Context: an optimization exercise on an open-source flow, tuned for small area. The choices shown serve that exercise and are no tape-out recipe. Only simulation tests tie the RTL to the original design; equivalence was not proved. Power figures rest on the tool's default switching activity, not on a simulated workload.

<file path="config.mk">
export PLATFORM = sky130hd
export DESIGN_NAME = Pong
export DESIGN_NICKNAME = Pong
export VERILOG_FILES = /design/flow/design.v
export SDC_FILE = /design/flow/constraint.sdc
export NUM_CORES = 4
export LEC_CHECK = 0
export CAP_MARGIN = 20
export CORE_MARGIN = 2
export CORE_UTILIZATION = 40
export SLEW_MARGIN = 20
</file>
<file path="constraint.sdc">
create_clock -name core_clock -period 12.0 [get_ports {clock}]
set_input_delay 2.4000 -clock core_clock [delete_from_list [all_inputs] [get_ports {clock}]]
set_output_delay 2.4000 -clock core_clock [all_outputs]
set_load 0.01 [all_outputs]
</file>
<file path="design.v">
module Pong #(
    parameter CLOCK_FREQ = 25000
)(
    input clock,
    input reset,
    input key0,
    input key1,
    input key2,
    input key3,
    output [6:0] segZero,
    output [6:0] segOne,
    output [6:0] segFour,
    output [6:0] segFive,
    output             resetApp,
    output             LT24Wr_n,
    output             LT24Rd_n,
    output             LT24CS_n,
    output             LT24RS,
    output             LT24Reset_n,
    output [15:0]      LT24Data,
    output             LT24LCDOn
);
reg syncKey2a, syncKey2, syncKey3a, syncKey3;
reg menuState;
always @(posedge clock) begin
    syncKey2a <= key2;
    syncKey2  <= syncKey2a;
    syncKey3a <= key3;
    syncKey3  <= syncKey3a;
    if (reset)          menuState <= 1'b1;
    else if (menuState) menuState <= syncKey2;
    else                menuState <= !syncKey3 && !key3;
end
wire engineReset = reset || menuState || !syncKey3;
reg        engineResetDly;
reg [3:0]  phase;
reg [7:0]  xPix;       
reg [8:0]  yPix;       
reg        pixLoop;
wire phaseWrap = &phase;
wire xZero     = (xPix == 8'd0);
wire enterLoop = !pixLoop && xZero && phaseWrap;
always @(posedge clock) begin
    engineResetDly <= engineReset;
    if (engineResetDly) begin
        phase   <= 4'd8;
        xPix    <= 8'h37;
        yPix    <= 9'd0;
        pixLoop <= 1'b0;
    end else begin
        phase <= phase + 4'd1;
        if (enterLoop) pixLoop <= 1'b1;
        if (phaseWrap && !enterLoop) begin
            if (pixLoop && xPix == 8'd239) begin
                xPix <= 8'd0;
                yPix <= (yPix == 9'd319) ? 9'd0 : yPix + 9'd1;
            end else begin
                xPix <= xPix + 8'd1;
            end
        end
    end
end
wire dispReset  = engineResetDly ||
                  (!pixLoop && xPix == 8'h37 && phase[3:2] == 2'b10 && !(phase[1] && phase[0]));
wire appRun     = pixLoop || (xZero && phase != 4'd0);    
wire pixMode    = pixLoop || (xZero && phase >= 4'd3);    
wire sendRegion = xZero || (xPix[7:4] == 4'hF &&           
                  (xPix[3:0] > 4'd3 || (xPix[3:0] == 4'd3 && phase >= 4'd4)));
assign resetApp    = engineResetDly || !appRun;
assign LT24Reset_n = !dispReset;
assign LT24CS_n    = 1'b0;
assign LT24Rd_n    = 1'b1;
assign LT24LCDOn   = 1'b1;
reg [5:0] padTimer, ballTimer;
wire stepSlot    = (phase[1:0] == 2'd0);
wire tickSlot    = (phase[1:0] == 2'd3);
wire tickPaddles = tickSlot && (padTimer == 6'd28);
wire tickBall    = tickSlot && (ballTimer == 6'd22);
always @(posedge clock) begin
    if (engineReset || engineResetDly || (stepSlot && padTimer == 6'd56)) padTimer <= 6'd0;
    else padTimer <= padTimer + {5'd0, stepSlot};
    if (engineReset || engineResetDly || (stepSlot && ballTimer == 6'd44)) ballTimer <= 6'd0;
    else ballTimer <= ballTimer + {5'd0, stepSlot};
end
reg [7:0] xBall;
reg [7:0] yBallOff;    
reg       xDir, yDir;
reg [6:0] yPadROff, yPadLOff;    
reg [3:0] scoreL, scoreR;
reg       resetBall;
wire       xDirNext, yDirNext;
wire       padRUp, padRDown, padLUp, padLDown;
reg        aiFlag, drawFlag;
wire       aiFlagNext, drawFlagNext;
always @(posedge clock) begin
    aiFlag   <= aiFlagNext;
    drawFlag <= drawFlagNext;
end
GameLogic gameLogic (
    .slot(phase[1:0]), .aiFlag(aiFlag), .drawFlag(drawFlag),
    .aiFlagNext(aiFlagNext), .drawFlagNext(drawFlagNext),
    .xBall(xBall), .yBallOff(yBallOff), .xDir(xDir), .yDir(yDir),
    .yPadROff(yPadROff), .yPadLOff(yPadLOff), .xPix(xPix), .yPix(yPix),
    .key0(key0), .key1(key1),
    .xDirNext(xDirNext), .yDirNext(yDirNext),
    .padRUp(padRUp), .padRDown(padRDown), .padLUp(padLUp), .padLDown(padLDown)
);
wire ballMove = tickBall && !resetBall;
always @(posedge clock) begin
    if (engineReset || (tickBall && resetBall)) xBall <= 8'd115;
    else xBall <= xBall + {{7{ballMove && !xDir}}, ballMove};
    if (engineReset) yBallOff <= 8'd67;    
    else yBallOff <= yBallOff + {{7{ballMove && !yDir}}, ballMove};
    if (engineReset) begin
        xDir <= 1'b0;
        yDir <= 1'b0;
    end else if (ballMove) begin
        xDir <= xDirNext;
        yDir <= yDirNext;
    end
end
wire padReset = engineReset || (tickPaddles && resetApp);
wire padStep  = tickPaddles && !resetApp;
always @(posedge clock) begin
    if (padReset) begin
        yPadROff <= 7'd55;    
        yPadLOff <= 7'd55;
    end else begin
        yPadROff <= yPadROff + {{6{padStep && padRUp}}, padStep && (padRUp || padRDown)};
        yPadLOff <= yPadLOff + {{6{padStep && padLUp}}, padStep && (padLUp || padLDown)};
    end
end
wire scoreWrap = (scoreL == 4'd11) || (scoreR == 4'd11);
always @(posedge clock) begin
    if (engineReset) begin
        scoreL <= 4'd0;
        scoreR <= 4'd0;
        resetBall <= 1'b0;
    end else if (tickBall) begin
        if (!resetApp) resetBall <= (xBall == 8'd230) || (xBall == 8'd5);
        if (resetApp || scoreWrap) begin
            scoreL <= 4'd0;
            scoreR <= 4'd0;
        end else begin
            scoreL <= scoreL + {3'd0, xBall == 8'd230};
            scoreR <= scoreR + {3'd0, xBall == 8'd5};
        end
    end
end
ScoreTo7Segment scoreRightSeg (.score(scoreR), .seg({segOne, segZero}));
ScoreTo7Segment scoreLeftSeg  (.score(scoreL), .seg({segFive, segFour}));
reg objNext, objCur;
always @(posedge clock) begin
    if (resetApp) begin
        objNext <= 1'b0;
        objCur  <= 1'b0;
    end else begin
        if (phase == 4'h3) objNext <= drawFlag;
        if (phase == 4'h2) objCur  <= objNext;
    end
end
wire wallCur = (xPix >= 8'd2) && (yPix >= 9'd166) && (yPix <= 9'd169);
wire [8:0] romv;
InitRom initRom (.romIdx({xPix[3:0], phase[3:1]}), .romv(romv));
localparam [15:0] PIXMASK = 16'h3186;
reg [15:0] pixData;
reg        pixRS;
always @* begin
    case (phase)
        4'h3, 4'h4: begin pixData = 16'h002A; pixRS = 1'b0; end
        4'h5, 4'h6: begin pixData = 16'h0000; pixRS = 1'b1; end
        4'h7, 4'h8: begin pixData = {8'h00, xPix}; pixRS = 1'b1; end
        4'h9, 4'hA: begin pixData = 16'h002B; pixRS = 1'b0; end
        4'hB, 4'hC: begin pixData = {15'h0000, yPix[8]}; pixRS = 1'b1; end
        4'hD, 4'hE: begin pixData = {8'h00, yPix[7:0]}; pixRS = 1'b1; end
        4'hF, 4'h0: begin pixData = 16'h002C; pixRS = 1'b0; end
        default:    begin pixData = (PIXMASK & {16{wallCur || objCur}}) | (~PIXMASK & {16{!wallCur && objCur}}); pixRS = 1'b1; end
    endcase
end
assign LT24Data = pixMode ? pixData : (sendRegion ? {8'h00, romv[7:0]} : 16'h0000);
assign LT24RS   = pixMode ? pixRS   : (sendRegion ? romv[8] : 1'b1);
assign LT24Wr_n = pixMode ? !phase[0] : (sendRegion && phase[0]);
endmodule
module GameLogic (
    input  [1:0] slot,
    input  [7:0] xBall,
    input  [7:0] yBallOff,
    input        xDir,
    input        yDir,
    input  [6:0] yPadROff,
    input  [6:0] yPadLOff,
    input  [7:0] xPix,
    input  [8:0] yPix,
    input        key0,
    input        key1,
    input        aiFlag,
    input        drawFlag,
    output       aiFlagNext,
    output       drawFlagNext,
    output       xDirNext,
    output       yDirNext,
    output       padRUp,
    output       padRDown,
    output       padLUp,
    output       padLDown
);
wire s0 = (slot == 2'd0);
wire s1 = (slot == 2'd1);
wire s2 = (slot == 2'd2);
wire       padSel = s2 ? xPix[7] : (!s0 && xBall[7]);
wire [8:0] opA = (s1 || s2) ? yPix : {1'b0, yBallOff};
wire [7:0] opB = s1 ? yBallOff : {1'b0, (padSel ? yPadROff : yPadLOff)};
wire [9:0] d   = {1'b0, opA} - {2'b0, opB};
wire [9:0] dB  = d + 10'd8;            
wire padLe0 = d[9] || (d <= 10'd12);
wire padGe0 = !d[9] && (d >= 10'd12);
wire in20   = (dB <= 10'd40);
wire in4    = (d >= 10'd169) && (d <= 10'd177);
wire in14   = (d >= 10'd171) && (d <= 10'd199);
wire x210  = (xBall == 8'd210);
wire x30   = (xBall == 8'd30);
wire x10   = (xBall == 8'd10);
wire colR  = x210 && in20;
wire colL  = x30 && in20;
wire hc1   = (colR || colL) && padLe0;
wire hc0   = (colR || (x10 && in20)) && padGe0;
assign xDirNext = colR ? 1'b0 : (colL ? 1'b1 : xDir);
assign yDirNext = yDir ? !(hc1 || yBallOff > 8'd137) : ((!hc1 && hc0) || yBallOff < 8'd2);
assign aiFlagNext = s0 ? padLe0 : aiFlag;
wire leftDown = xDir ? (yPadLOff < 7'd54) : !aiFlag;    
wire leftUp   = xDir ? (yPadLOff > 7'd56) : aiFlag;     
assign padRDown = !key1 && (yPadROff != 7'd120);
assign padRUp   = !padRDown && !key0 && (yPadROff != 7'd0);
assign padLDown = leftDown && (yPadLOff != 7'd120);
assign padLUp   = !padLDown && leftUp && (yPadLOff != 7'd0);
wire [8:0] dxBall = {1'b0, xPix} - {1'b0, xBall};
wire ballCol  = (xBall >= 8'd5) && (dxBall[8] ? (dxBall >= 9'd507) : (dxBall <= 9'd3));   
wire padCol   = ((xPix >= 8'd215) && (xPix <= 8'd223)) || ((xPix >= 8'd15) && (xPix <= 8'd23));
assign drawFlagNext = s1 ? (ballCol && in4) : (s2 ? (drawFlag || (padCol && in14)) : drawFlag);
endmodule
module InitRom(romIdx, romv);
  input [6:0] romIdx;
  wire [6:0] romIdx;
  output [8:0] romv;
  wire [8:0] romv;
  wire _0_;
  wire _100_;
  wire _101_;
  wire _102_;
  wire _103_;
  wire _104_;
  wire _105_;
  wire _106_;
  wire _107_;
  wire _108_;
  wire _109_;
  wire _10_;
  wire _110_;
  wire _111_;
  wire _112_;
  wire _113_;
  wire _114_;
  wire _115_;
  wire _116_;
  wire _117_;
  wire _118_;
  wire _119_;
  wire _11_;
  wire _120_;
  wire _121_;
  wire _122_;
  wire _123_;
  wire _124_;
  wire _125_;
  wire _126_;
  wire _127_;
  wire _128_;
  wire _129_;
  wire _12_;
  wire _130_;
  wire _131_;
  wire _132_;
  wire _133_;
  wire _134_;
  wire _135_;
  wire _136_;
  wire _137_;
  wire _138_;
  wire _139_;
  wire _13_;
  wire _140_;
  wire _141_;
  wire _142_;
  wire _143_;
  wire _144_;
  wire _145_;
  wire _146_;
  wire _147_;
  wire _148_;
  wire _149_;
  wire _14_;
  wire _150_;
  wire _151_;
  wire _152_;
  wire _153_;
  wire _154_;
  wire _155_;
  wire _156_;
  wire _157_;
  wire _158_;
  wire _159_;
  wire _15_;
  wire _160_;
  wire _161_;
  wire _162_;
  wire _163_;
  wire _164_;
  wire _165_;
  wire _166_;
  wire _167_;
  wire _168_;
  wire _169_;
  wire _16_;
  wire _170_;
  wire _171_;
  wire _172_;
  wire _173_;
  wire _174_;
  wire _175_;
  wire _176_;
  wire _177_;
  wire _178_;
  wire _179_;
  wire _17_;
  wire _180_;
  wire _181_;
  wire _182_;
  wire _183_;
  wire _184_;
  wire _185_;
  wire _186_;
  wire _187_;
  wire _188_;
  wire _189_;
  wire _18_;
  wire _190_;
  wire _191_;
  wire _192_;
  wire _193_;
  wire _194_;
  wire _195_;
  wire _196_;
  wire _197_;
  wire _198_;
  wire _199_;
  wire _19_;
  wire _1_;
  wire _200_;
  wire _201_;
  wire _202_;
  wire _203_;
  wire _204_;
  wire _205_;
  wire _206_;
  wire _207_;
  wire _208_;
  wire _209_;
  wire _20_;
  wire _210_;
  wire _211_;
  wire _212_;
  wire _213_;
  wire _214_;
  wire _215_;
  wire _216_;
  wire _217_;
  wire _218_;
  wire _219_;
  wire _21_;
  wire _220_;
  wire _221_;
  wire _222_;
  wire _223_;
  wire _224_;
  wire _225_;
  wire _226_;
  wire _227_;
  wire _228_;
  wire _229_;
  wire _22_;
  wire _230_;
  wire _231_;
  wire _232_;
  wire _233_;
  wire _234_;
  wire _235_;
  wire _236_;
  wire _237_;
  wire _238_;
  wire _239_;
  wire _23_;
  wire _240_;
  wire _241_;
  wire _242_;
  wire _243_;
  wire _244_;
  wire _245_;
  wire _246_;
  wire _247_;
  wire _248_;
  wire _249_;
  wire _24_;
  wire _250_;
  wire _251_;
  wire _252_;
  wire _253_;
  wire _254_;
  wire _255_;
  wire _256_;
  wire _257_;
  wire _258_;
  wire _259_;
  wire _25_;
  wire _260_;
  wire _261_;
  wire _262_;
  wire _263_;
  wire _264_;
  wire _265_;
  wire _266_;
  wire _267_;
  wire _268_;
  wire _269_;
  wire _26_;
  wire _27_;
  wire _28_;
  wire _29_;
  wire _2_;
  wire _30_;
  wire _31_;
  wire _32_;
  wire _33_;
  wire _34_;
  wire _35_;
  wire _36_;
  wire _37_;
  wire _38_;
  wire _39_;
  wire _3_;
  wire _40_;
  wire _41_;
  wire _42_;
  wire _43_;
  wire _44_;
  wire _45_;
  wire _46_;
  wire _47_;
  wire _48_;
  wire _49_;
  wire _4_;
  wire _50_;
  wire _51_;
  wire _52_;
  wire _53_;
  wire _54_;
  wire _55_;
  wire _56_;
  wire _57_;
  wire _58_;
  wire _59_;
  wire _5_;
  wire _60_;
  wire _61_;
  wire _62_;
  wire _63_;
  wire _64_;
  wire _65_;
  wire _66_;
  wire _67_;
  wire _68_;
  wire _69_;
  wire _6_;
  wire _70_;
  wire _71_;
  wire _72_;
  wire _73_;
  wire _74_;
  wire _75_;
  wire _76_;
  wire _77_;
  wire _78_;
  wire _79_;
  wire _7_;
  wire _80_;
  wire _81_;
  wire _82_;
  wire _83_;
  wire _84_;
  wire _85_;
  wire _86_;
  wire _87_;
  wire _88_;
  wire _89_;
  wire _8_;
  wire _90_;
  wire _91_;
  wire _92_;
  wire _93_;
  wire _94_;
  wire _95_;
  wire _96_;
  wire _97_;
  wire _98_;
  wire _99_;
  wire _9_;
  assign _253_ = ~(romIdx[1] & romIdx[2]);
  assign _252_ = romIdx[6] | ~(romIdx[4]);
  assign _251_ = ~romIdx[5];
  assign _250_ = romIdx[6] & ~(romIdx[4]);
  assign _249_ = _250_ | _251_;
  assign _248_ = _252_ & ~(_249_);
  assign _247_ = ~(_248_ | _253_);
  assign _246_ = romIdx[5] | romIdx[4];
  assign _245_ = _246_ | romIdx[2];
  assign _244_ = ~romIdx[1];
  assign _243_ = ~(romIdx[5] | romIdx[6]);
  assign _242_ = ~romIdx[2];
  assign _241_ = romIdx[6] | romIdx[4];
  assign _240_ = _242_ & ~(_241_);
  assign _239_ = _240_ ? _244_ : _243_;
  assign _238_ = _245_ & ~(_239_);
  assign _237_ = romIdx[3] & ~(_238_);
  assign _236_ = _237_ | _247_;
  assign _235_ = romIdx[3] | romIdx[4];
  assign _234_ = _235_ | romIdx[6];
  assign _233_ = _234_ | _253_;
  assign _232_ = romIdx[2] & ~(romIdx[3]);
  assign _231_ = romIdx[2] | ~(romIdx[3]);
  assign _230_ = _232_ | ~(_231_);
  assign _229_ = ~(_230_ | _252_);
  assign _228_ = _233_ & ~(_229_);
  assign _227_ = romIdx[2] | ~(romIdx[1]);
  assign _226_ = ~(_227_ | _246_);
  assign _225_ = _228_ & ~(_226_);
  assign _224_ = ~(_225_ | _236_);
  assign _223_ = ~romIdx[0];
  assign _222_ = ~(romIdx[1] & romIdx[3]);
  assign _221_ = _222_ | romIdx[2];
  assign _220_ = ~(_221_ | _241_);
  assign _219_ = _220_ | _223_;
  assign _218_ = _219_ | _224_;
  assign _217_ = romIdx[3] & romIdx[4];
  assign _216_ = romIdx[2] | romIdx[6];
  assign _215_ = _217_ & ~(_216_);
  assign _214_ = _215_ | romIdx[0];
  assign _213_ = _253_ | _251_;
  assign _212_ = _250_ & ~(_213_);
  assign _211_ = _212_ | _214_;
  assign _210_ = ~(_211_ | _236_);
  assign _209_ = _218_ & ~(_210_);
  assign _208_ = romIdx[1] | romIdx[4];
  assign _207_ = romIdx[5] & romIdx[6];
  assign _206_ = romIdx[1] | romIdx[3];
  assign _205_ = _207_ & ~(_206_);
  assign _204_ = romIdx[0] & ~(_205_);
  assign _203_ = _208_ & ~(_204_);
  assign _202_ = _228_ & ~(_203_);
  assign _201_ = romIdx[1] | romIdx[2];
  assign _200_ = romIdx[5] & ~(_201_);
  assign _199_ = _200_ | ~(_202_);
  assign _198_ = _199_ & ~(_234_);
  assign _197_ = _198_ | _209_;
  assign _196_ = _232_ & ~(_244_);
  assign _195_ = ~_196_;
  assign _194_ = ~(_195_ | _197_);
  assign _193_ = romIdx[5] & romIdx[3];
  assign _192_ = ~_193_;
  assign _191_ = _230_ | romIdx[6];
  assign _190_ = ~(_191_ | _192_);
  assign _189_ = _190_ & _197_;
  assign _188_ = _189_ | romIdx[0];
  assign _187_ = _188_ | _194_;
  assign _186_ = _250_ & ~(_251_);
  assign _185_ = _186_ | romIdx[3];
  assign _184_ = _193_ | romIdx[2];
  assign _183_ = _185_ & ~(_184_);
  assign _182_ = _183_ | _187_;
  assign _181_ = ~(_182_ | _236_);
  assign _180_ = romIdx[4] & ~(romIdx[5]);
  assign _179_ = _180_ & _232_;
  assign _178_ = _244_ & ~(_231_);
  assign _177_ = _178_ & _250_;
  assign _176_ = _177_ | _179_;
  assign _175_ = _176_ | _190_;
  assign _174_ = ~(_201_ | _204_);
  assign _173_ = _175_ ? _204_ : _174_;
  assign _172_ = _173_ & ~(_181_);
  assign _171_ = ~_243_;
  assign _170_ = ~romIdx[3];
  assign _169_ = _170_ & ~(_246_);
  assign _168_ = _171_ & ~(_169_);
  assign _167_ = _168_ | romIdx[0];
  assign _166_ = ~(_180_ & romIdx[6]);
  assign _165_ = _166_ | _223_;
  assign _164_ = romIdx[0] | ~(romIdx[3]);
  assign _163_ = _207_ & ~(_164_);
  assign _162_ = _180_ & ~(romIdx[3]);
  assign _161_ = _162_ | ~(_234_);
  assign _160_ = _161_ | _163_;
  assign _159_ = _165_ & ~(_160_);
  assign _158_ = _242_ & ~(_159_);
  assign _157_ = _167_ & ~(_158_);
  assign _156_ = romIdx[1] & ~(_157_);
  assign _155_ = _223_ & ~(_246_);
  assign _154_ = _186_ | romIdx[1];
  assign _153_ = _154_ | _155_;
  assign _152_ = romIdx[5] & romIdx[4];
  assign _151_ = _246_ & ~(_152_);
  assign _150_ = romIdx[0] & ~(_151_);
  assign _149_ = romIdx[1] & ~(_150_);
  assign _148_ = romIdx[5] & ~(romIdx[0]);
  assign _147_ = _170_ & ~(_148_);
  assign _146_ = _147_ | _242_;
  assign _145_ = _146_ | _149_;
  assign _144_ = _153_ & ~(_145_);
  assign _143_ = romIdx[1] | ~(romIdx[0]);
  assign _142_ = _179_ & ~(_143_);
  assign _141_ = _152_ & ~(_222_);
  assign _140_ = _201_ & _253_;
  assign _139_ = _148_ | ~(_217_);
  assign _138_ = ~(_139_ & _140_);
  assign _137_ = _141_ & ~(_138_);
  assign _136_ = ~(romIdx[2] | romIdx[3]);
  assign _135_ = _143_ | ~(_152_);
  assign _134_ = _136_ & ~(_135_);
  assign _133_ = _134_ | _137_;
  assign _132_ = _133_ | _142_;
  assign _131_ = romIdx[1] & ~(_193_);
  assign _130_ = _131_ | _252_;
  assign _129_ = romIdx[1] & ~(_130_);
  assign _128_ = _129_ | _132_;
  assign _127_ = _128_ | _144_;
  assign _126_ = _127_ | _156_;
  assign romv[2] = _126_ | _172_;
  assign _125_ = ~romIdx[4];
  assign _124_ = ~(_193_ & _125_);
  assign _123_ = _138_ | _191_;
  assign _122_ = _222_ & ~(_245_);
  assign _121_ = _207_ | ~(_213_);
  assign _120_ = romIdx[1] | ~(romIdx[2]);
  assign _119_ = ~(_120_ | _235_);
  assign _118_ = ~romIdx[6];
  assign _117_ = _221_ & ~(_118_);
  assign _116_ = _117_ & ~(_119_);
  assign _115_ = _121_ & ~(_116_);
  assign _114_ = _115_ | _122_;
  assign _113_ = _141_ | _223_;
  assign _112_ = ~(_113_ | _133_);
  assign _111_ = _114_ | ~(_112_);
  assign _110_ = _232_ & ~(romIdx[4]);
  assign _109_ = ~(_110_ | _217_);
  assign _108_ = _109_ | ~(_156_);
  assign _107_ = _222_ | ~(_216_);
  assign _106_ = romIdx[2] & romIdx[3];
  assign _105_ = _244_ & ~(_106_);
  assign _104_ = _105_ | _252_;
  assign _103_ = romIdx[3] ? romIdx[1] : _180_;
  assign _102_ = _104_ & ~(_103_);
  assign _101_ = _107_ & ~(_102_);
  assign _100_ = _101_ | _177_;
  assign _99_ = _112_ & ~(_100_);
  assign _98_ = _182_ & ~(_99_);
  assign _97_ = _108_ & ~(_98_);
  assign _96_ = _236_ & ~(_97_);
  assign _95_ = _96_ | ~(_187_);
  assign _94_ = _106_ & ~(_246_);
  assign _93_ = _94_ | _110_;
  assign _92_ = _97_ & ~(_93_);
  assign _91_ = _92_ | _95_;
  assign _90_ = _118_ ? romIdx[2] : _253_;
  assign _89_ = _251_ & ~(_90_);
  assign _88_ = _240_ & ~(_244_);
  assign _87_ = ~(_222_ | _246_);
  assign _86_ = _106_ & _250_;
  assign _85_ = _86_ | _87_;
  assign _84_ = _85_ | _88_;
  assign _83_ = ~(_84_ | _89_);
  assign _82_ = ~(_83_ & _223_);
  assign _81_ = _91_ & ~(_82_);
  assign _80_ = _111_ & ~(_81_);
  assign _79_ = _123_ & ~(_80_);
  assign _78_ = ~(_79_ | _124_);
  assign _77_ = _162_ & ~(_140_);
  assign _76_ = _226_ | romIdx[0];
  assign _75_ = _76_ | _77_;
  assign _74_ = _75_ | _78_;
  assign _73_ = _248_ & ~(_221_);
  assign _72_ = _136_ & ~(romIdx[5]);
  assign _71_ = _72_ | _73_;
  assign _70_ = ~(_71_ | _74_);
  assign _69_ = ~_180_;
  assign _68_ = _202_ & ~(_71_);
  assign _67_ = _69_ & ~(_68_);
  assign _66_ = _67_ | _70_;
  assign _65_ = romIdx[3] & ~(romIdx[6]);
  assign _64_ = ~(_65_ | _83_);
  assign _63_ = _253_ | _125_;
  assign _62_ = _192_ & ~(_63_);
  assign _61_ = ~(_62_ | _214_);
  assign _60_ = _61_ & ~(_64_);
  assign romv[8] = _60_ | ~(_66_);
  assign _59_ = romIdx[0] & ~(_213_);
  assign _58_ = _195_ & ~(_59_);
  assign _57_ = romv[2] & ~(_58_);
  assign _56_ = _186_ & ~(_244_);
  assign _55_ = _130_ & ~(_56_);
  assign _54_ = _242_ & ~(_55_);
  assign _53_ = _178_ | _69_;
  assign _52_ = ~(_136_ & romIdx[6]);
  assign _51_ = _119_ | _180_;
  assign _50_ = _52_ & ~(_51_);
  assign _49_ = _53_ & ~(_50_);
  assign _48_ = _49_ | _54_;
  assign _47_ = _204_ & ~(_48_);
  assign _46_ = _74_ & ~(_47_);
  assign romv[4] = _46_ | _57_;
  assign _45_ = romIdx[3] | romIdx[6];
  assign _44_ = romIdx[0] & ~(romIdx[5]);
  assign _43_ = _44_ & ~(_206_);
  assign _42_ = _45_ & ~(_43_);
  assign _41_ = _48_ & ~(_42_);
  assign _40_ = _41_ | _144_;
  assign romv[1] = _40_ | ~(_97_);
  assign _39_ = romIdx[6] & ~(romIdx[2]);
  assign _38_ = _39_ & _141_;
  assign _37_ = _38_ | _77_;
  assign romv[5] = _37_ | ~(_79_);
  assign romv[7] = _133_ | _197_;
  assign _36_ = _61_ | _71_;
  assign _35_ = _197_ & ~(_36_);
  assign _34_ = _39_ & ~(_235_);
  assign _33_ = romIdx[2] & ~(_166_);
  assign _32_ = _33_ | _34_;
  assign _31_ = ~(_32_ | _190_);
  assign _30_ = _31_ & _222_;
  assign _29_ = _155_ & ~(_30_);
  assign _28_ = _186_ & _196_;
  assign _27_ = _28_ | _88_;
  assign _26_ = _27_ | _132_;
  assign _25_ = _26_ | _29_;
  assign romv[6] = _25_ | _35_;
  assign _24_ = _223_ & ~(_31_);
  assign _23_ = _120_ | romIdx[0];
  assign _22_ = _124_ | ~(_216_);
  assign _21_ = _169_ | romIdx[1];
  assign _20_ = _21_ | _43_;
  assign _19_ = _22_ & ~(_20_);
  assign _18_ = _23_ & ~(_19_);
  assign _17_ = _18_ | _24_;
  assign _16_ = _171_ & ~(_240_);
  assign _15_ = _16_ & ~(_158_);
  assign _14_ = _219_ & ~(_15_);
  assign _13_ = _14_ | _244_;
  assign _12_ = _91_ & ~(_13_);
  assign romv[3] = _17_ & ~(_12_);
  assign _11_ = _244_ & ~(_39_);
  assign _10_ = _95_ & ~(_11_);
  assign _9_ = _10_ | _66_;
  assign _8_ = _66_ & ~(_11_);
  assign _7_ = _95_ & ~(_114_);
  assign _6_ = _7_ | _8_;
  assign _5_ = _9_ & ~(_6_);
  assign _4_ = _242_ & ~(_124_);
  assign _3_ = _250_ & ~(_120_);
  assign _2_ = _94_ | _223_;
  assign _1_ = _2_ | _3_;
  assign _0_ = _1_ | _4_;
  assign _269_ = _243_ & ~(_244_);
  assign _268_ = _166_ & ~(_269_);
  assign _267_ = _268_ | _170_;
  assign _266_ = _222_ & ~(_241_);
  assign _265_ = _152_ & ~(_52_);
  assign _264_ = _265_ | _266_;
  assign _263_ = _264_ | _211_;
  assign _262_ = _267_ & ~(_263_);
  assign _261_ = _0_ & ~(_262_);
  assign _260_ = _227_ | _235_;
  assign _259_ = _260_ & ~(_141_);
  assign _258_ = romIdx[6] & ~(_259_);
  assign _257_ = _243_ & ~(romIdx[2]);
  assign _256_ = _257_ | _77_;
  assign _255_ = _256_ | _258_;
  assign _254_ = _255_ | _261_;
  assign romv[0] = _254_ | _5_;
endmodule
module ScoreTo7Segment(score, seg);
  input [3:0] score;
  wire [3:0] score;
  output [13:0] seg;
  wire [13:0] seg;
  wire _0_;
  wire _1_;
  wire _2_;
  wire _3_;
  wire _4_;
  wire _5_;
  wire _6_;
  wire _7_;
  wire _8_;
  wire _9_;
  assign _7_ = score[0] | score[1];
  assign _6_ = score[2] & ~(_7_);
  assign _5_ = ~score[0];
  assign _4_ = ~(score[2] | score[3]);
  assign _8_ = score[1] ? score[3] : _4_;
  assign _9_ = _8_ & ~(_5_);
  assign seg[6] = _9_ | _6_;
  assign seg[2] = _6_ | score[0];
  assign _0_ = ~(score[0] & score[1]);
  assign _1_ = ~(_4_ & _7_);
  assign seg[1] = ~(_1_ & _0_);
  assign _2_ = score[2] & ~(_0_);
  assign seg[3] = _2_ | seg[6];
  assign _3_ = ~(_7_ & score[2]);
  assign seg[5] = _0_ & ~(_3_);
  assign seg[0] = _2_ | _8_;
  assign seg[8] = score[1] & score[3];
  assign seg[4] = _5_ & ~(_1_);
  assign { seg[13:9], seg[7] } = { seg[8], 2'h0, seg[8], seg[8], 1'h1 };
endmodule
</file>
<file path="flow/run.sh">
#!/bin/bash
# Layout flow: the standard layout (standard.sh, all ORFS steps and settings)
# with three changes:
#  - synthesis: the final ABC technology mapping uses the area-oriented script
#    flow/area.abc instead of ORFS's; the rest of synth_recipe.tcl is unchanged,
#    so the registers are the standard synthesis's;
#  - port buffering uses the smallest buffer cell (sky130_fd_sc_hd__buf_1);
#  - adders are left to ABC (ADDER_MAP_FILE empty) instead of being mapped to
#    half/full adder cells before it.
# The make output goes to flow_make.log; ORFS writes each step's log under orfs/logs.
set -euo pipefail
W=$(pwd)
cat "$W/flow/abc_override.tcl" "$W/synth_recipe.tcl" > "$W/area_synth.tcl"
export AREA_ABC_SCRIPT="$W/flow/area.abc"
sed -e "s#SYNTH_SCRIPT=[^ ]*#SYNTH_SCRIPT=$W/area_synth.tcl 'BUFFER_PORTS_ARGS=-buffer_cell sky130_fd_sc_hd__buf_1' ADDER_MAP_FILE=#" \
    "$W/standard.sh" > "$W/area_standard.sh"
bash "$W/area_standard.sh" > "$W/flow_make.log" 2>&1
test -s "$W/out/final.def"
</file>
<file path="flow/abc_override.tcl">
# Run ABC's final technology mapping with an area-oriented script (AREA_ABC_SCRIPT)
# instead of ORFS's; everything else in the standard synthesis is unchanged.
proc abc {args} {
  set out {}
  set i 0
  while {$i < [llength $args]} {
    set a [lindex $args $i]
    if {$a eq "-script"} {
      incr i
      lappend out -script $::env(AREA_ABC_SCRIPT)
    } else {
      lappend out $a
    }
    incr i
  }
  yosys abc {*}$out
}
</file>
<file path="flow/area.abc">
strash
dc2
dch -f
amap
strash
dc2
dch -f
amap
</file>
<file path="standard.sh">
#!/bin/bash
# synth_recipe.tcl (not shown) runs the flow's synth.tcl, then flattens the netlist and writes it again
# the make line also repeats each setting of config.mk as NAME=value (left out here)
make -C /OpenROAD-flow-scripts/flow DESIGN_CONFIG=/design/flow/config.mk WORK_HOME=/design/flow/orfs CLKGATE_MAP_FILE= SYNTH_SCRIPT=/design/flow/synth_recipe.tcl "${@:-finish}"
</file>
==> results.yml, run 1 <==
clocking:
  clk_latency_ns: 0.36
  cts_hold_buf: 0
  cts_buffers: 9
  clkSinkCount: 85
  clock-root-buffer: "clkbuf_16"
  cts_resized: 0
  postCtsSetupBuffers: 0
  clockBufferDepth: 2
  cts_tree: "built"
  clk_pin_slew_worst_paths_ns: 0.07
  cts_max_level: 3
setup_path:
  critPathArrivalTime_ns: 5.72
  crit_path_frequent_cell: "a21oi_1"
  crit_buf_inv: 3
  critPathMaxFanout: 21
  required_ns: 9.60
  cp_top_family: "compound AO/OA/AOI/OAI gates"
  critPathCaptureType: "output port"
  startpoint_type: "flop"
  crit_chain: "clkinv_1, nor2_1, clkinv_1, o22ai_1, a21oi_1, o22ai_1, o31ai_1, o211ai_1, a211oi_1, o32a_1, o21ai_0, a21oi_1, o32ai_1, o21a_1, o2111ai_1, o22a_1, o21a_1, o311ai_0, a21oi_1, o21ai_0, buf_1"
  cpPeakStageDelay_ns: 0.81
  path_class: "reg2out"
  crit_slowest_cell: "dfxtp_1"
drt:
  drt-total-wl_mm: 20.67
  antenna_left: 0
  wl_per_cell_um: 16.37
  vias: 7280
  drc: 0
  vias_per_cell: 5.764
  initialDrtViolationCount: 693
  drt_pass1_iterations: 5
die:
  start_util_pct: 40.97
  io_pins: 57
  die_w_um: 129.0
  rows: 45
  core-area_um2: 15260
  die-area_um2: 16640
  die_h_um: 129.0
placement:
  io_buffer_count: 47
  dp.cells: 1247
  dp_hpwl_mm: 16.21
  gp_congestion: 1.000
grt:
  grt_max_degree: 22
  antenna_found_initial: 0
  grt_pass1_wl_mm: 32.51
  gr-total-overflow: 0
  grt_pass1_vias: 6291
  grt_usage_pct: 25.04
yosys:
  synth_edf_count: 2
  syn-cell-area_um2: 6251
  synthCells: 997
  synth.distinct_cells: 52
  synth_area_per_cell_um2: 6.270
  ys_seq_elements: 85
  synthArstFlopShare_pct: 0
  yosysWarnings: 1
  synth-main-ff-cell: "dfxtp_1"
  seq_area_frac_synth_pct: 27.54
pwr:
  ir_drop_uv: 63.78
  leakage_uw: 0.002275
  power.density_nw_per_um2: 92.66
  finalPower_uw: 644.7
timing:
  final-setup-viol-count: 0
  tightest_slew_ns: 0.9022
  fin_setup_tns_ns: 0
  slew_viol_final: 0
  timing.hold.ws_ns: 0.3296
  rsz0062_at_grt: "false"
  max_freq_ghz: 0.1232
  skew_ns: 0.007869
  relSlewSlack_pct: 39.22
  min_period_ns: 8.120
  fin_crit_sh_pct: 67.67
  hold_violations: 0
finish:
  antenna_cells: 0
  drive_gt1_share_pct: 2.091
  final_cell_mix: "244 x nor2_1, 134 x clkinv_1, 88 x o21ai_0, 87 x nand2_1, 83 x dfxtp_1"
  utilization_pct: 45.60
  layout.cells.non_filler: 1263
  final_common_cell: "nor2_1"
  fill_cells: 1634
  final_nets: 1053
  multi_input_area_um2: 3895
  regArea_um2: 1722
  syn_to_final_growth_pct: 11.31
status:
  status: "no timing/DRC/antenna violations"
flow_run:
  maxCapViolCount: 0
min_path:
  hold_class: "reg2reg"
## flip-flops by register name, summed over array words and instances (netlist names), 4 cells and up
signal	flops
yPadROff	7
ballTimer	6
xPix	8
yPix	9
scoreL	4
phase	4
scoreR	4
yBallOff	8
yPadLOff	7
padTimer	6
xBall	8
## where the power goes
group          internal, µW  switching (µW)
Combinational          8.75            20.0
Sequential              285            1.55
Clock                   198             131
## worst reg2reg max path: cells and delay by family (launching register included)
kind / cells / cell delay, ns
compound gates: 12 / 2.02
buf+inv: 5 / 1.29
flops: 1 / 0.72
simple gates: 17 / 2.46
## cell usage after synthesis, types with 2 or more instances
library cell / n / share of area, %
o32a_1: 3 / 0.48
or3_1: 7 / 0.70
nand4_1: 5 / 0.50
o41ai_1: 2 / 0.28
nand2_1: 87 / 5.2
clkinv_1: 134 / 8.0
o31a_1: 3 / 0.42
edfxtp_1: 2 / 0.96
a22oi_1: 8 / 0.96
nor4_1: 19 / 1.9
o22ai_1: 23 / 2.3
o32ai_1: 11 / 1.5
o211ai_1: 5 / 0.60
nor2_1: 244 / 15
buf_4: 21 / 2.5
o21a_1: 12 / 1.4
and2_0: 4 / 0.40
conb_1: 2 / 0.12
o311ai_0: 2 / 0.28
o22a_1: 7 / 0.98
a21oi_1: 63 / 5.0
a311oi_1: 3 / 0.42
o221ai_1: 5 / 0.70
and3_1: 2 / 0.20
a211oi_1: 27 / 3.2
o31ai_1: 5 / 0.60
a221oi_1: 2 / 0.28
a31oi_1: 12 / 1.2
or2_0: 15 / 1.5
dfxtp_1: 83 / 27
nand3_1: 16 / 1.3
nor4b_1: 2 / 0.28
o2111ai_1: 2 / 0.28
o21bai_1: 4 / 0.48
xnor2_1: 2 / 0.28
nor2b_1: 9 / 0.90
o21ai_0: 88 / 7.0
nor3_1: 42 / 3.4
## final cells by class
class | count | area share, %
flip-flops and latches | 85 | 24.74
well taps | 211 | 3.794
inverters | 134 | 7.229
clock inverters | 6 | 1.475
clock buffers | 10 | 3.596
multi-input cells | 764 | 55.98
repair buffers | 53 | 3.183
## final timing paths
kind	from	end	slack [ns]	depth (start not counted)
min reg2reg	syncKey3a	syncKey3	0.33	0
max reg2reg	phase[1]	yDir	5.42	34
min	syncKey3a	syncKey3	0.33	0
max	phase[3]	LT24Data[0]	3.88	21
## cell families after synthesis
group | synth area share [%]
other | 0.1201
AND/OR/NAND/NOR | 31.37
flip-flops | 27.54
XOR/XNOR | 0.2803
AO/OA/AOI/OAI | 30.12
buffers and inverters | 10.57
## per-stage QoR
stage | cell area (µm²) | worst slack [ns]
floorplan | 6277 | 5.374
global placement | 6605 | 4.428
detailed placement | 6605 | 4.458
CTS | 6958 | 4.014
global route | 6958 | 3.451
finish | 6958 | 3.880
## layer usage
layer,up-vias,wire [µm],share of wire (%),track usage (%)
met4,0,1099,5.3,11.89
met1,3268,9484,46,34.66
met3,76,1666,8.1,4.872
li1,3612,-,-,-
met5,-,0,0,0
met2,324,8422,41,37.50
==> inputs of run 2 (changes only) <==
--- a/design.v
+++ b/design.v
@@ -97,7 +97,7 @@
     drawFlag <= drawFlagNext;
 end
 GameLogic gameLogic (
-    .slot(phase[1:0]), .aiFlag(aiFlag), .drawFlag(drawFlag),
+    .slot(phase[1:0]), .drawGroup(phase[3:2] == 2'd0), .aiFlag(aiFlag), .drawFlag(drawFlag),
     .aiFlagNext(aiFlagNext), .drawFlagNext(drawFlagNext),
     .xBall(xBall), .yBallOff(yBallOff), .xDir(xDir), .yDir(yDir),
     .yPadROff(yPadROff), .yPadLOff(yPadLOff), .xPix(xPix), .yPix(yPix),
@@ -183,6 +183,7 @@
 endmodule
 module GameLogic (
     input  [1:0] slot,
+    input        drawGroup,
     input  [7:0] xBall,
     input  [7:0] yBallOff,
     input        xDir,
@@ -207,16 +208,17 @@
 wire s0 = (slot == 2'd0);
 wire s1 = (slot == 2'd1);
 wire s2 = (slot == 2'd2);
+wire xSlot = s0 && drawGroup;
 wire       padSel = s2 ? xPix[7] : (!s0 && xBall[7]);
-wire [8:0] opA = (s1 || s2) ? yPix : {1'b0, yBallOff};
-wire [7:0] opB = s1 ? yBallOff : {1'b0, (padSel ? yPadROff : yPadLOff)};
+wire [8:0] opA = (s1 || s2) ? yPix : (xSlot ? {1'b0, xPix} : {1'b0, yBallOff});
+wire [7:0] opB = s1 ? yBallOff : (xSlot ? xBall : {1'b0, (padSel ? yPadROff : yPadLOff)});
 wire [9:0] d   = {1'b0, opA} - {2'b0, opB};
-wire [9:0] dB  = d + 10'd8;            
 wire padLe0 = d[9] || (d <= 10'd12);
 wire padGe0 = !d[9] && (d >= 10'd12);
-wire in20   = (dB <= 10'd40);
+wire in20   = d[9] ? (d >= 10'd1016) : (d <= 10'd32);
 wire in4    = (d >= 10'd169) && (d <= 10'd177);
 wire in14   = (d >= 10'd171) && (d <= 10'd199);
+wire inX    = d[9] ? (d >= 10'd1019) : (d <= 10'd3);
 wire x210  = (xBall == 8'd210);
 wire x30   = (xBall == 8'd30);
 wire x10   = (xBall == 8'd10);
@@ -226,17 +228,17 @@
 wire hc0   = (colR || (x10 && in20)) && padGe0;
 assign xDirNext = colR ? 1'b0 : (colL ? 1'b1 : xDir);
 assign yDirNext = yDir ? !(hc1 || yBallOff > 8'd137) : ((!hc1 && hc0) || yBallOff < 8'd2);
-assign aiFlagNext = s0 ? padLe0 : aiFlag;
+assign aiFlagNext = (s0 && !drawGroup) ? padLe0 : aiFlag;
 wire leftDown = xDir ? (yPadLOff < 7'd54) : !aiFlag;    
 wire leftUp   = xDir ? (yPadLOff > 7'd56) : aiFlag;     
 assign padRDown = !key1 && (yPadROff != 7'd120);
 assign padRUp   = !padRDown && !key0 && (yPadROff != 7'd0);
 assign padLDown = leftDown && (yPadLOff != 7'd120);
 assign padLUp   = !padLDown && leftUp && (yPadLOff != 7'd0);
-wire [8:0] dxBall = {1'b0, xPix} - {1'b0, xBall};
-wire ballCol  = (xBall >= 8'd5) && (dxBall[8] ? (dxBall >= 9'd507) : (dxBall <= 9'd3));   
 wire padCol   = ((xPix >= 8'd215) && (xPix <= 8'd223)) || ((xPix >= 8'd15) && (xPix <= 8'd23));
-assign drawFlagNext = s1 ? (ballCol && in4) : (s2 ? (drawFlag || (padCol && in14)) : drawFlag);
+assign drawFlagNext = xSlot ? ((xBall >= 8'd5) && inX) :
+                      s1    ? (drawFlag && in4) :
+                      s2    ? (drawFlag || (padCol && in14)) : drawFlag;
 endmodule
 module InitRom(romIdx, romv);
   input [6:0] romIdx;
==> flow/run.sh (replaced) <==
#!/bin/bash
# Layout flow: the standard layout (standard.sh, all ORFS steps and settings)
# with these changes:
#  - synthesis: the final ABC technology mapping uses the area-oriented script
#    flow/area.abc instead of ORFS's; the rest of synth_recipe.tcl is unchanged,
#    so the registers are the standard synthesis's;
#  - port buffering uses the smallest buffer cell (sky130_fd_sc_hd__buf_1);
#  - adders are left to ABC (ADDER_MAP_FILE empty) instead of being mapped to
#    half/full adder cells before it;
#  - clock tree: clkbuf_8 buffers and no dummy loads (CTS_ARGS).
# The make output goes to flow_make.log; ORFS writes each step's log under orfs/logs.
set -euo pipefail
W=$(pwd)
cat "$W/flow/abc_override.tcl" "$W/synth_recipe.tcl" > "$W/area_synth.tcl"
export AREA_ABC_SCRIPT="$W/flow/area.abc"
sed -e "s#SYNTH_SCRIPT=[^ ]*#SYNTH_SCRIPT=$W/area_synth.tcl 'BUFFER_PORTS_ARGS=-buffer_cell sky130_fd_sc_hd__buf_1' ADDER_MAP_FILE= 'CTS_ARGS=-sink_clustering_enable -repair_clock_nets -buf_list sky130_fd_sc_hd__clkbuf_8 -dont_use_dummy_load'#" \
    "$W/standard.sh" > "$W/area_standard.sh"
bash "$W/area_standard.sh" > "$W/flow_make.log" 2>&1
test -s "$W/out/final.def"
==> results.yml, run 2 <==
status:
  status: "no timing/DRC/antenna violations"
clocking:
  cts_hold_buf: 0
  clk_pin_slew_worst_paths_ns: 0.09
  clock-root-buffer: "clkbuf_8"
  cts_buffers: 9
  clkSinkCount: 85
  clockBufferDepth: 2
  cts_tree: "built"
  clk_latency_ns: 0.38
  cts_resized: 0
  cts_max_level: 3
  postCtsSetupBuffers: 0
drt:
  antenna_left: 0
  vias: 6997
  vias_per_cell: 5.792
  drt-total-wl_mm: 21.31
  initialDrtViolationCount: 743
  wl_per_cell_um: 17.64
  drt_pass1_iterations: 7
  drc: 0
timing:
  max_freq_ghz: 0.1195
  tightest_slew_ns: 0.9634
  fin_ws_ns: 3.630
  slew_viol_final: 0
  fin_crit_sh_pct: 69.75
  relSlewSlack_pct: 35.28
  min_period_ns: 8.370
  rsz0062_at_grt: "false"
  skew_ns: 0.02714
  final-setup-viol-count: 0
  fin_setup_tns_ns: 0
  hold_violations: 0
grt:
  gr-total-overflow: 0
  grt_usage_pct: 26.37
  grt_pass1_vias: 6322
  grt_pass1_wl_mm: 34.04
  grt_max_degree: 23
  antenna_found_initial: 0
setup_path:
  cpPeakStageDelay_ns: 0.57
  critPathMaxFanout: 22
  startpoint_type: "flop"
  crit_slowest_cell: "nor2_1"
  critPathCaptureType: "output port"
  required_ns: 9.60
  reg2reg_from: "phase[1]"
  crit_path_start: "phase[3]"
  critPathArrivalTime_ns: 5.97
  path_class: "reg2out"
  crit_chain: "buf_4, clkinv_1, nor2_1, clkinv_1, o22ai_1, a21oi_1, o22ai_1, o21ai_0, o211ai_1, a221oi_1, o21a_1, o21ai_0, a21oi_1, o32ai_1, o21a_1, o2111ai_1, o21ai_0, a221oi_1, nor4_1, a21oi_1, or3_1, buf_1"
die:
  die_h_um: 128.1
  rows: 45
  start_util_pct: 40.68
  core-area_um2: 15150
  io_pins: 57
  die-area_um2: 16410
  die_w_um: 128.1
yosys:
  seq_area_frac_synth_pct: 27.94
  ys_seq_elements: 85
  synth-main-ff-cell: "dfxtp_1"
  syn-cell-area_um2: 6161
  synthArstFlopShare_pct: 0
  synth_top_area_share_pct: 26.97
  synthTopCellsByArea: "dfxtp_1 27%, nor2_1 14%, clkinv_1 8.3%"
  synth_edf_count: 2
  synth_area_per_cell_um2: 6.325
  synthCells: 974
  synth_most_common_cell: "nor2_1"
  synth.distinct_cells: 44
  synthTopCellsByCount: "231 x nor2_1, 136 x clkinv_1, 92 x o21ai_0, 83 x dfxtp_1, 79 x nand2_1"
  yosys.area.top_type: "dfxtp_1"
  yosysWarnings: 1
pwr:
  sw_frac_of_total_pct: 24.64
  ir_drop_uv: 80.29
  power_switching_uw: 118.6
  comb_power_share_pct: 6.8
  leakage_uw: 0.002076
  power_frac_clock_pct: 33.6
  p_seq_share_pct: 59.6
  power.density_nw_per_um2: 72.98
  p_int_uw: 362.7
flow_run:
  maxCapViolCount: 0
placement:
  io_buffer_count: 47
  gp_congestion: 1.012
  dp_hpwl_mm: 16.92
  pre_cts_ws_ns: 4.267
min_path:
  hold_class: "reg2reg"
  min_from: "syncKey3a"
finish:
  antenna_cells: 0
  largest_register_ff_count: 9
  drive_gt1_share_pct: 1.275
  final_cell_mix: "231 x nor2_1, 136 x clkinv_1, 92 x o21ai_0, 83 x dfxtp_1, 79 x nand2_1"
  final_nets: 1028
  fill_cells: 1659
  syn_to_final_growth_pct: 7.047
  regMostFlops: "yPix"
  final_common_cell: "nor2_1"
[run 2: changes by cell type after synthesis, sizes merged, moves of 4 or more]
| cell | change |
|---|---|
| nor2 | -13 |
| a21o | +6 |
| o32ai | -4 |
| nand2 | -8 |
| a221oi | +8 |
| nor4 | -6 |
| o21bai | -4 |
| o21ai | +4 |
| nor3 | -9 |
[run 2: critical path, delay by kind of cell, from the launching register on]
kind,cells,cell delay (ns)
flip-flops,1,0.32
buffers and inverters,4,1.19
AND/OR/NAND/NOR,3,1.13
AO/OA/AOI/OAI,15,2.93
[run 2: worst paths after layout]
check	endpoint	slack, ns	cells after the start
max reg2reg	yDir	4.91	35
max	LT24Data[0]	3.63	22
min	syncKey3	0.33	0
min reg2reg	syncKey3	0.33	0
[run 2: layout make-up]
cell class / count / area [µm²] / area share [%]
multi-input combinational: 739 / 3797 / 57.58
tap: 188 / 235.2 / 3.567
clock buffer: 9 / 123.9 / 1.878
sequential: 85 / 1722 / 26.11
inverter: 136 / 510.5 / 7.740
timing repair buffer: 51 / 206.4 / 3.130
[run 2: cell families after synthesis]
family                 count (synthesis)  share of synthesized area [%]
AND/OR/NAND/NOR                      416                          28.68
flip-flops                            85                          27.94
XOR/XNOR                               1                         0.1422
AO/OA/AOI/OAI                        313                          32.27
other                                  2                         0.1219
buffers and inverters                157                          10.84
[run 2: power groups by stage]
stage          combinational (µW)  sequential [µW]  clock, µW
2_1_floorplan                26.3              293          0
3_3_place_gp                 31.7              294          0
3_5_place_dp                 31.6              294          0
4_1_cts                      31.7              287        171
5_1_grt                      36.8              287        179
6_report                     32.6              287        162
[run 2: metal layers]
| layer | track usage [%] | part of all wire, % |
|---|---|---|
| met5 | 0 | 0 |
| met3 | 8.556 | 9.1 |
| met1 | 37.80 | 48 |
| met4 | 5.624 | 1.4 |
| met2 | 38.53 | 41 |
[run 2: through the flow]
step,util [%],hold WS [ns],instance area [µm²],std cells,total power (µW)
6_report,43.54,0.3325,6595,1208,481.3
5_1_grt,43.54,0.3412,6595,1208,503.0
4_1_cts,43.54,0.3367,6595,1208,489.5
3_5_place_dp,42.73,0.3138,6471,1199,325.2
3_3_place_gp,42.73,0.3104,6471,1199,325.3
2_1_floorplan,-,0.3096,6187,981,319.1
==> inputs of run 3 (changes only) <==
--- a/design.v
+++ b/design.v
@@ -51,9 +51,9 @@
         phase <= phase + 4'd1;
         if (enterLoop) pixLoop <= 1'b1;
         if (phaseWrap && !enterLoop) begin
-            if (pixLoop && xPix == 8'd239) begin
+            if (pixLoop && xPix[7:5] == 3'b111 && xPix[3:0] == 4'hF) begin    
                 xPix <= 8'd0;
-                yPix <= (yPix == 9'd319) ? 9'd0 : yPix + 9'd1;
+                yPix <= (yPix[8] && yPix[5:0] == 6'h3F) ? 9'd0 : yPix + 9'd1;    
             end else begin
                 xPix <= xPix + 8'd1;
             end
@@ -77,9 +77,9 @@
 wire tickPaddles = tickSlot && (padTimer == 6'd28);
 wire tickBall    = tickSlot && (ballTimer == 6'd22);
 always @(posedge clock) begin
-    if (engineReset || engineResetDly || (stepSlot && padTimer == 6'd56)) padTimer <= 6'd0;
+    if (engineReset || engineResetDly || (stepSlot && padTimer[5:3] == 3'b111)) padTimer <= 6'd0;    
     else padTimer <= padTimer + {5'd0, stepSlot};
-    if (engineReset || engineResetDly || (stepSlot && ballTimer == 6'd44)) ballTimer <= 6'd0;
+    if (engineReset || engineResetDly || (stepSlot && ballTimer[5] && ballTimer[3] && ballTimer[2])) ballTimer <= 6'd0;    
     else ballTimer <= ballTimer + {5'd0, stepSlot};
 end
 reg [7:0] xBall;
@@ -106,11 +106,20 @@
     .padRUp(padRUp), .padRDown(padRDown), .padLUp(padLUp), .padLDown(padLDown)
 );
 wire ballMove = tickBall && !resetBall;
+wire [7:0] xBallT, yBallT;
+wire [6:0] yPadRT, yPadLT;
+assign xBallT[0] = ballMove;
+assign yBallT[0] = ballMove;
+genvar gi;
+generate for (gi = 1; gi < 8; gi = gi + 1) begin : ballToggle
+    assign xBallT[gi] = xBallT[gi-1] && (xBall[gi-1] ^ !xDir);
+    assign yBallT[gi] = yBallT[gi-1] && (yBallOff[gi-1] ^ !yDir);
+end endgenerate
 always @(posedge clock) begin
     if (engineReset || (tickBall && resetBall)) xBall <= 8'd115;
-    else xBall <= xBall + {{7{ballMove && !xDir}}, ballMove};
+    else xBall <= xBall ^ xBallT;
     if (engineReset) yBallOff <= 8'd67;    
-    else yBallOff <= yBallOff + {{7{ballMove && !yDir}}, ballMove};
+    else yBallOff <= yBallOff ^ yBallT;
     if (engineReset) begin
         xDir <= 1'b0;
         yDir <= 1'b0;
@@ -126,24 +135,32 @@
         yPadROff <= 7'd55;    
         yPadLOff <= 7'd55;
     end else begin
-        yPadROff <= yPadROff + {{6{padStep && padRUp}}, padStep && (padRUp || padRDown)};
-        yPadLOff <= yPadLOff + {{6{padStep && padLUp}}, padStep && (padLUp || padLDown)};
+        yPadROff <= yPadROff ^ yPadRT;
+        yPadLOff <= yPadLOff ^ yPadLT;
     end
 end
-wire scoreWrap = (scoreL == 4'd11) || (scoreR == 4'd11);
+assign yPadRT[0] = padStep && (padRUp || padRDown);
+assign yPadLT[0] = padStep && (padLUp || padLDown);
+generate for (gi = 1; gi < 7; gi = gi + 1) begin : padToggle
+    assign yPadRT[gi] = yPadRT[gi-1] && (yPadROff[gi-1] ^ padRUp);
+    assign yPadLT[gi] = yPadLT[gi-1] && (yPadLOff[gi-1] ^ padLUp);
+end endgenerate
+wire xAt230 = (xBall[7:5] == 3'b111) && (xBall[2:0] == 3'b110);
+wire xAt5   = (xBall[7:3] == 5'd0) && (xBall[1:0] == 2'b01);
+wire scoreWrap = (scoreL[3] && scoreL[1] && scoreL[0]) || (scoreR[3] && scoreR[1] && scoreR[0]);
 always @(posedge clock) begin
     if (engineReset) begin
         scoreL <= 4'd0;
         scoreR <= 4'd0;
         resetBall <= 1'b0;
     end else if (tickBall) begin
-        if (!resetApp) resetBall <= (xBall == 8'd230) || (xBall == 8'd5);
+        if (!resetApp) resetBall <= xAt230 || xAt5;
         if (resetApp || scoreWrap) begin
             scoreL <= 4'd0;
             scoreR <= 4'd0;
         end else begin
-            scoreL <= scoreL + {3'd0, xBall == 8'd230};
-            scoreR <= scoreR + {3'd0, xBall == 8'd5};
+            scoreL <= scoreL + {3'd0, xAt230};
+            scoreR <= scoreR + {3'd0, xAt5};
         end
     end
 end
@@ -227,7 +244,9 @@
 wire hc1   = (colR || colL) && padLe0;
 wire hc0   = (colR || (x10 && in20)) && padGe0;
 assign xDirNext = colR ? 1'b0 : (colL ? 1'b1 : xDir);
-assign yDirNext = yDir ? !(hc1 || yBallOff > 8'd137) : ((!hc1 && hc0) || yBallOff < 8'd2);
+wire yBallLow  = (yBallOff[7:1] == 7'd0);                       
+wire yBallHigh = yBallOff[7] && yBallOff[3] && yBallOff[1];     
+assign yDirNext = yDir ? !(hc1 || yBallHigh) : ((!hc1 && hc0) || yBallLow);
 assign aiFlagNext = (s0 && !drawGroup) ? padLe0 : aiFlag;
 wire leftDown = xDir ? (yPadLOff < 7'd54) : !aiFlag;    
 wire leftUp   = xDir ? (yPadLOff > 7'd56) : aiFlag;     
@@ -236,7 +255,8 @@
 assign padLDown = leftDown && (yPadLOff != 7'd120);
 assign padLUp   = !padLDown && leftUp && (yPadLOff != 7'd0);
 wire padCol   = ((xPix >= 8'd215) && (xPix <= 8'd223)) || ((xPix >= 8'd15) && (xPix <= 8'd23));
-assign drawFlagNext = xSlot ? ((xBall >= 8'd5) && inX) :
+wire xBallIs4 = (xBall[7:3] == 5'd0) && (xBall[1:0] == 2'd0);
+assign drawFlagNext = xSlot ? (!xBallIs4 && inX) :
                       s1    ? (drawFlag && in4) :
                       s2    ? (drawFlag || (padCol && in14)) : drawFlag;
 endmodule
==> results.yml, run 3 <==
finish:
  utilization_pct: 44.06
  drive_gt1_share_pct: 1.517
  regMostFlops: "yPix"
  antenna_cells: 0
  syn_to_final_growth_pct: 7.424
  final_nets: 997
  largest_register_ff_count: 9
  final_cell_mix: "235 x nor2_1, 137 x clkinv_1, 83 x o21ai_0, 83 x dfxtp_1, 78 x nand2_1"
  final_common_cell: "nor2_1"
  fill_cells: 1570
timing:
  fin_crit_sh_pct: 72.28
  relSlewSlack_pct: 32.30
  rsz0062_at_grt: "false"
  hold_violations: 0
  min_period_ns: 8.673
  tightest_slew_ns: 1.002
  slew_viol_final: 0
  max_freq_ghz: 0.1153
  fin_setup_tns_ns: 0
  final-setup-viol-count: 0
  timing.hold.ws_ns: 0.3376
  skew_ns: 0.04276
setup_path:
  crit_slowest_cell: "dfxtp_1"
  crit_buf_inv: 4
  cp_top_family: "compound AO/OA/AOI/OAI gates"
  crit_chain: "clkinv_1, nor2_1, clkinv_1, o22ai_1, o22ai_1, o31ai_1, clkinv_1, o221ai_1, a21oi_1, o32a_1, o21ai_0, a21oi_1, o32ai_1, o21a_1, o2111ai_1, o21ai_0, a21oi_1, a221oi_1, a2111oi_0, o21ai_0, buf_1"
  critPathArrivalTime_ns: 6.27
  startpoint_type: "flop"
  critPathCaptureType: "output port"
  path_class: "reg2out"
  required_ns: 9.60
  critPathMaxFanout: 20
  cpPeakStageDelay_ns: 0.80
clocking:
  clk_latency_ns: 0.39
  cts_tree: "built"
  cts_buffers: 9
  clk_pin_slew_worst_paths_ns: 0.11
  cts_max_level: 3
  postCtsSetupBuffers: 0
  clock-root-buffer: "clkbuf_8"
  clockBufferDepth: 2
  cts_hold_buf: 0
  clkSinkCount: 85
  cts_resized: 0
drt:
  drt_pass1_iterations: 5
  antenna_left: 0
  vias_per_cell: 5.834
  wl_per_cell_um: 17.26
  initialDrtViolationCount: 724
  drt-total-wl_mm: 20.25
  drc: 0
  vias: 6843
grt:
  grt_pass1_wl_mm: 31.86
  grt_usage_pct: 25.06
  gr-total-overflow: 0
  antenna_found_initial: 0
  grt_max_degree: 21
  grt_pass1_vias: 6118
die:
  die_h_um: 126.3
  start_util_pct: 41.01
  core-area_um2: 14590
  io_pins: 57
  die_w_um: 126.3
  die-area_um2: 15950
  rows: 44
yosys:
  yosys.area.top_type: "dfxtp_1"
  synthTopCellsByCount: "235 x nor2_1, 137 x clkinv_1, 83 x dfxtp_1, 83 x o21ai_0, 78 x nand2_1"
  synthTopCellsByArea: "dfxtp_1 28%, nor2_1 15%, clkinv_1 8.6%"
  seq_area_frac_synth_pct: 28.77
  synth_top_family_by_area: "compound AO/OA/AOI/OAI gates"
  synth.distinct_cells: 44
  synthMuxAreaShare_pct: 0
  synth_top_area_share_pct: 27.77
  synth-main-ff-cell: "dfxtp_1"
  synth_xor_area_share_pct: 0
  synth_edf_count: 2
  syn-cell-area_um2: 5983
  synth_most_common_cell: "nor2_1"
  synthAdderAreaFrac_pct: 0
  synthCells: 941
  synth_compound_area_share_pct: 30.78
  synthArstFlopShare_pct: 0
  ys_seq_elements: 85
  yosysWarnings: 1
  yosys.area_share.simple_pct: 29.09
  synth_area_per_cell_um2: 6.358
status:
  status: "no timing/DRC/antenna violations"
pwr:
  ir_drop_uv: 91.88
  leakage_uw: 0.002045
  power.density_nw_per_um2: 75.70
min_path:
  hold_class: "reg2reg"
placement:
  gp_congestion: 0.9950
  io_buffer_count: 47
  dp_hpwl_mm: 15.74
flow_run:
  maxCapViolCount: 0
run 3: cell count changes in the layout (fill, tap and decap cells not counted), moves of 3 or more:
| cell | change |
|---|---|
| o21ai_0 | -9 |
| o22ai_1 | -12 |
| o221ai_1 | +10 |
| o2111ai_1 | +3 |
| nor2_1 | +4 |
| a22oi_1 | +5 |
| nand3_1 | -3 |
| a21oi_1 | -12 |
| o21a_1 | -6 |
| o221a_1 | -3 |
run 3: where the power goes:
group	leakage [µW]	switching, µW	internal, µW
clock network	0.0000647	94.0	67.2
logic	0.00129	27.0	11.1
registers	0.000691	1.49	286
total	0.00204	123	364
run 3: path summary, 6_finish.rpt:
| path | startpoint | endpoint | slack [ns] | cells after the start |
|---|---|---|---|---|
| worst max register to register | phase[1] | yDir | 4.66 | 36 |
| worst max-delay path | phase[3] | LT24Data[0] | 3.33 | 21 |
| worst min-delay path | syncKey2a | syncKey2 | 0.34 | 0 |
| worst min register to register | syncKey2a | syncKey2 | 0.34 | 0 |
run 3: through the flow:
step	instances	area (µm²)	worst slack, ns	total power, µW
after CTS	1173	6427	3.582	493.3
after floorplan	948	6010	5.271	323.6
after global routing	1173	6427	3.055	510.7
final	1173	6427	3.327	486.5
after global placement	1164	6304	3.948	331.5
after detailed placement	1164	6304	4.001	331.1
run 3: final cells by class:
type | instances | area [µm²] | area share, %
clock buffers | 9 | 123.9 | 1.927
inverters | 137 | 514.2 | 8.001
multi-input cells | 705 | 3616 | 56.26
flip-flops and latches | 85 | 1722 | 26.79
well taps | 184 | 230.2 | 3.582
repair buffers | 53 | 221.5 | 3.446
run 3: cell families after synthesis:
logic type	after synthesis
AOI/OAI and AO/OA	284
buffers and inverters	158
DFF	85
other	2
and+or+nand+nor	412
run 3: routing by layer:
| layer | GRT usage, % | vias up | part of all wire, % |
|---|---|---|---|
| met3 | 5.146 | 60 | 6.6 |
| met2 | 37.76 | 295 | 43 |
| met1 | 34.66 | 3084 | 47 |
| met4 | 11.12 | 0 | 3.8 |
| li1 | - | 3404 | - |
| met5 | 0 | - | 0 |
run 3: worst register-to-register path, delay by kind of cell (launching register included):
family / cells / cell delay, ns
and+or+nand+nor: 23 / 3.06
AOI/OAI and AO/OA: 9 / 2.22
buffers and inverters: 4 / 1.19
DFF: 1 / 0.74

port drivers added, routing unchanged:
The results above use ideal ports. As a check the final layouts listed here were re-extracted and re-timed, cells and wires unchanged.
Step 1, drivers: a clkbuf_16 drives clock and a buf_2 each remaining input, both assumed.
Step 2 also shifts input and output timing later by t, the mid clock arrival at the registers, as if the neighbouring blocks saw the same clock.
a / b / c = ideal ports / drivers / drivers and shift; a / b = the first two.
run	t, ns	setup slack, ns	worst data-port slew with drivers (ns)	cell pins on the clock port's net
run 1	0.392	3.880 / 3.839 / 4.231	0.03	1
run 2	0.401	3.630 / 3.596 / 3.997	0.05	1
run 3	0.404	3.327 / 3.290 / 3.694	0.03	1
After both steps every run listed still meets setup and hold.
